What follows belongs to an exercise in optimizing a design on an open flow for small area and a short achievable clock period; a production flow would make more cautious choices.

==> flow/design.v <==
module IEEE754_AdderSubtract
(
	input clock,
	input resetn,
	input [31:0] a,
	input [31:0] b,
	output [31:0] y
);
	wire [7:0]  ea = a[30:23];
	wire [7:0]  eb = b[30:23];
	wire [7:0]  dba, dab;
	wire        ge;                              
	bk_add #(8) u_dba (eb, ~ea, 1'b1, dba, ge);
	bk_add #(8) u_dab (ea, ~eb, 1'b1, dab, );
	wire [7:0]  sh = ge ? dba : dab;
	reg         v1, sg1, sub1, ge1, big1;
	reg  [7:0]  eg1;
	reg  [4:0]  sh1;
	reg  [22:0] ma1, mb1;
	always @(posedge clock) begin
		v1   <= resetn;
		sg1  <= ge ? b[31] : a[31];
		sub1 <= a[31] ^ b[31];
		ge1  <= ge;
		eg1  <= ge ? eb : ea;
		big1 <= |sh[7:5];
		sh1  <= sh[4:0];
		ma1  <= a[22:0];
		mb1  <= b[22:0];
	end
	wire [22:0] mg = ge1 ? mb1 : ma1;
	wire [22:0] mw = ge1 ? ma1 : mb1;
	wire [4:0]  she = big1 ? 5'd23 : sh1;
	wire [23:0] sm = {1'b1, mw} >> she;
	wire [24:0] A = {2'b01, mg};
	wire [24:0] B = {1'b0, sm} ^ {25{sub1}};
	wire [24:0] p = A ^ B;
	wire [24:0] gc;                              
	wire [24:0] pc;                              
	wire        co;
	bk_prefix #(25, 16) u_pre (A & B, p, gc, pc, co);
	wire        neg = sub1 & ~co;
	wire [24:0] r = p ^ (gc | (pc & {25{co}})) ^ {25{neg}};
	wire        s = sg1 ^ neg;
	wire [4:0]  c;                               
	wire        nz;                              
	lzc32 u_lzc ({r, 7'b0}, c, nz);
	wire [24:0] n1 = c[4] ? {r[8:0], 16'b0} : r;
	wire [24:0] n2 = c[3] ? {n1[16:0], 8'b0} : n1;
	wire [24:0] n3 = c[2] ? {n2[20:0], 4'b0} : n2;
	wire [7:0]  egp;
	bk_add #(8) u_inc (eg1, 8'd0, 1'b1, egp, );
	reg         s2;
	reg  [7:0]  egp2;
	reg  [4:0]  lz2;
	reg  [23:0] n32;
	always @(posedge clock) begin
		if (!resetn || !v1) begin
			s2   <= 1'b0;
			egp2 <= 8'd0;
			lz2  <= 5'd0;
			n32  <= 24'd0;
		end else begin
			s2   <= s;
			egp2 <= egp;
			lz2  <= {c[4:2], c[1] & nz, c[0]};   
			n32  <= n3[23:0];
		end
	end
	wire [23:0] n4 = lz2[1] ? {n32[21:0], 2'b0} : n32;
	wire [23:0] n5 = lz2[0] ? {n4[22:0], 1'b0} : n4;
	wire [2:0]  ehd;
	wire [4:0]  elo;
	wire        nb;                              
	bk_add #(3, 2) u_dec (egp2[7:5], 3'b111, 1'b0, ehd, );
	bk_add #(5) u_exp (egp2[4:0], ~lz2, 1'b1, elo, nb);
	assign y = {s2, nb ? egp2[7:5] : ehd, elo, n5[23:1]};
endmodule
module bk_prefix #(parameter N = 8, parameter TOPD = 4)
(
	input  [N-1:0] g,
	input  [N-1:0] p,
	output [N-1:0] gc,
	output [N-1:0] pc,
	output         co
);
	reg [N-1:0] G, P, Gn, Pn;
	integer i, d;
	always @(*) begin
		G = g;
		P = p;
		for (d = 1; d < N; d = d * 2) begin
			Gn = G; Pn = P;
			for (i = 2*d-1; i < N; i = i + 2*d) begin
				Gn[i] = G[i] | (P[i] & G[i-d]);
				Pn[i] = P[i] & P[i-d];
			end
			G = Gn; P = Pn;
		end
		for (d = TOPD; d >= 1; d = d / 2) begin
			Gn = G; Pn = P;
			for (i = 3*d-1; i < N; i = i + 2*d) begin
				Gn[i] = G[i] | (P[i] & G[i-d]);
				Pn[i] = P[i] & P[i-d];
			end
			G = Gn; P = Pn;
		end
	end
	assign gc = {G[N-2:0], 1'b0};
	assign pc = {P[N-2:0], 1'b1};
	assign co = G[N-1];
endmodule
module bk_add #(parameter N = 8, parameter TOPD = 4)
(
	input  [N-1:0] x,
	input  [N-1:0] y,
	input          ci,
	output [N-1:0] s,
	output         co
);
	wire [N-1:0] p = x ^ y;
	wire [N-1:0] gc, pc;
	wire         c;
	bk_prefix #(N, TOPD) u_pre (x & y, p, gc, pc, c);
	assign s  = p ^ (gc | (pc & {N{ci}}));
	assign co = c | (&p & ci);
endmodule
module lzc32
(
	input  [31:0] x,
	output [4:0]  c,
	output        v
);
	wire [3:0] ch, cl;
	wire       vh, vl;
	lzc16 u_h (x[31:16], ch, vh);
	lzc16 u_l (x[15:0],  cl, vl);
	assign v = vh | vl;
	assign c = vh ? {1'b0, ch} : {1'b1, cl};
endmodule
module lzc16
(
	input  [15:0] x,
	output [3:0]  c,
	output        v
);
	wire [2:0] ch, cl;
	wire       vh, vl;
	lzc8 u_h (x[15:8], ch, vh);
	lzc8 u_l (x[7:0],  cl, vl);
	assign v = vh | vl;
	assign c = vh ? {1'b0, ch} : {1'b1, cl};
endmodule
module lzc8
(
	input  [7:0] x,
	output [2:0] c,
	output       v
);
	wire [1:0] ch, cl;
	wire       vh, vl;
	lzc4 u_h (x[7:4], ch, vh);
	lzc4 u_l (x[3:0], cl, vl);
	assign v = vh | vl;
	assign c = vh ? {1'b0, ch} : {1'b1, cl};
endmodule
module lzc4
(
	input  [3:0] x,
	output [1:0] c,
	output       v
);
	assign v = |x;
	assign c[1] = ~(x[3] | x[2]);
	assign c[0] = ~(x[3] | (~x[2] & x[1]));
endmodule
clock: 22.0 ns
lec_check: 0
abc_area: 1
cap_margin: 20
core_margin: 2
core_utilization: 60
cts_buf_list: sky130_fd_sc_hd__clkbuf_8
gpl_timing_driven: 0
slew_margin: 20
standard.sh (not shown) runs the stock make flow with config.mk's settings and CLKGATE_MAP_FILE= SYNTH_SCRIPT=/design/flow/synth_recipe.tcl, a recipe that flattens the netlist after the stock synthesis.
==> flow/flow/run.sh <==
#!/bin/bash
# The standard layout, with two changes to how it is made:
#  - the smallest plain buffer (buf_1) as the port buffer on every input and output;
#  - repair_timing aims for 15 ns of setup slack (the clock and constraints are unchanged).
set -euo pipefail
bash standard.sh finish "BUFFER_PORTS_ARGS=-buffer_cell sky130_fd_sc_hd__buf_1" SETUP_SLACK_MARGIN=15 > standard_flow.log 2>&1
Rerun with:
==> flow/flow/run.sh (replaced) <==
#!/bin/bash
# The standard layout, with two changes to how it is made:
#  - the smallest plain buffer (buf_1) as the port buffer on every input and output;
#  - repair_timing aims for 15.6 ns of setup slack (the clock and constraints are unchanged).
set -euo pipefail
bash standard.sh finish "BUFFER_PORTS_ARGS=-buffer_cell sky130_fd_sc_hd__buf_1" SETUP_SLACK_MARGIN=15.6 > standard_flow.log 2>&1
Effect: The changed run ran to the end with no violations; cell area is higher by a few percent; sequential share of layout area falls by 0.76 points; routed wire length came out higher by a few percent.
Function was not checked in any run of this note: the RTL went through the layout flow alone.

## port drivers added, routing unchanged
The results above use ideal ports. As a check the final layouts listed here were re-extracted and re-timed, cells and wires unchanged. Step 1, drivers: a clkbuf_16 drives clock and a buf_2 each remaining input, both assumed. Step 2, shift: input delay + t, output delay - t, t = (earliest + latest rising clock arrival at the registers) / 2. This alone moves slack from input paths to output paths. Three values: no drivers, after step 1, after step 2; two values: the first two.
run	t, ns	slack for setup (ns)	worst register clock-pin slew, ns	pins driven straight from the clock port
the first run	0.410	15.172 / 15.135 / 14.912	0.10 / 0.10	1
the second run	0.418	15.375 / 15.338 / 15.176	0.11 / 0.11	1
After both steps every run listed still meets setup and hold. For the first run, which loses most, drivers alone change the setup slack by -0.037 ns; drivers and shift together by -0.260 ns.
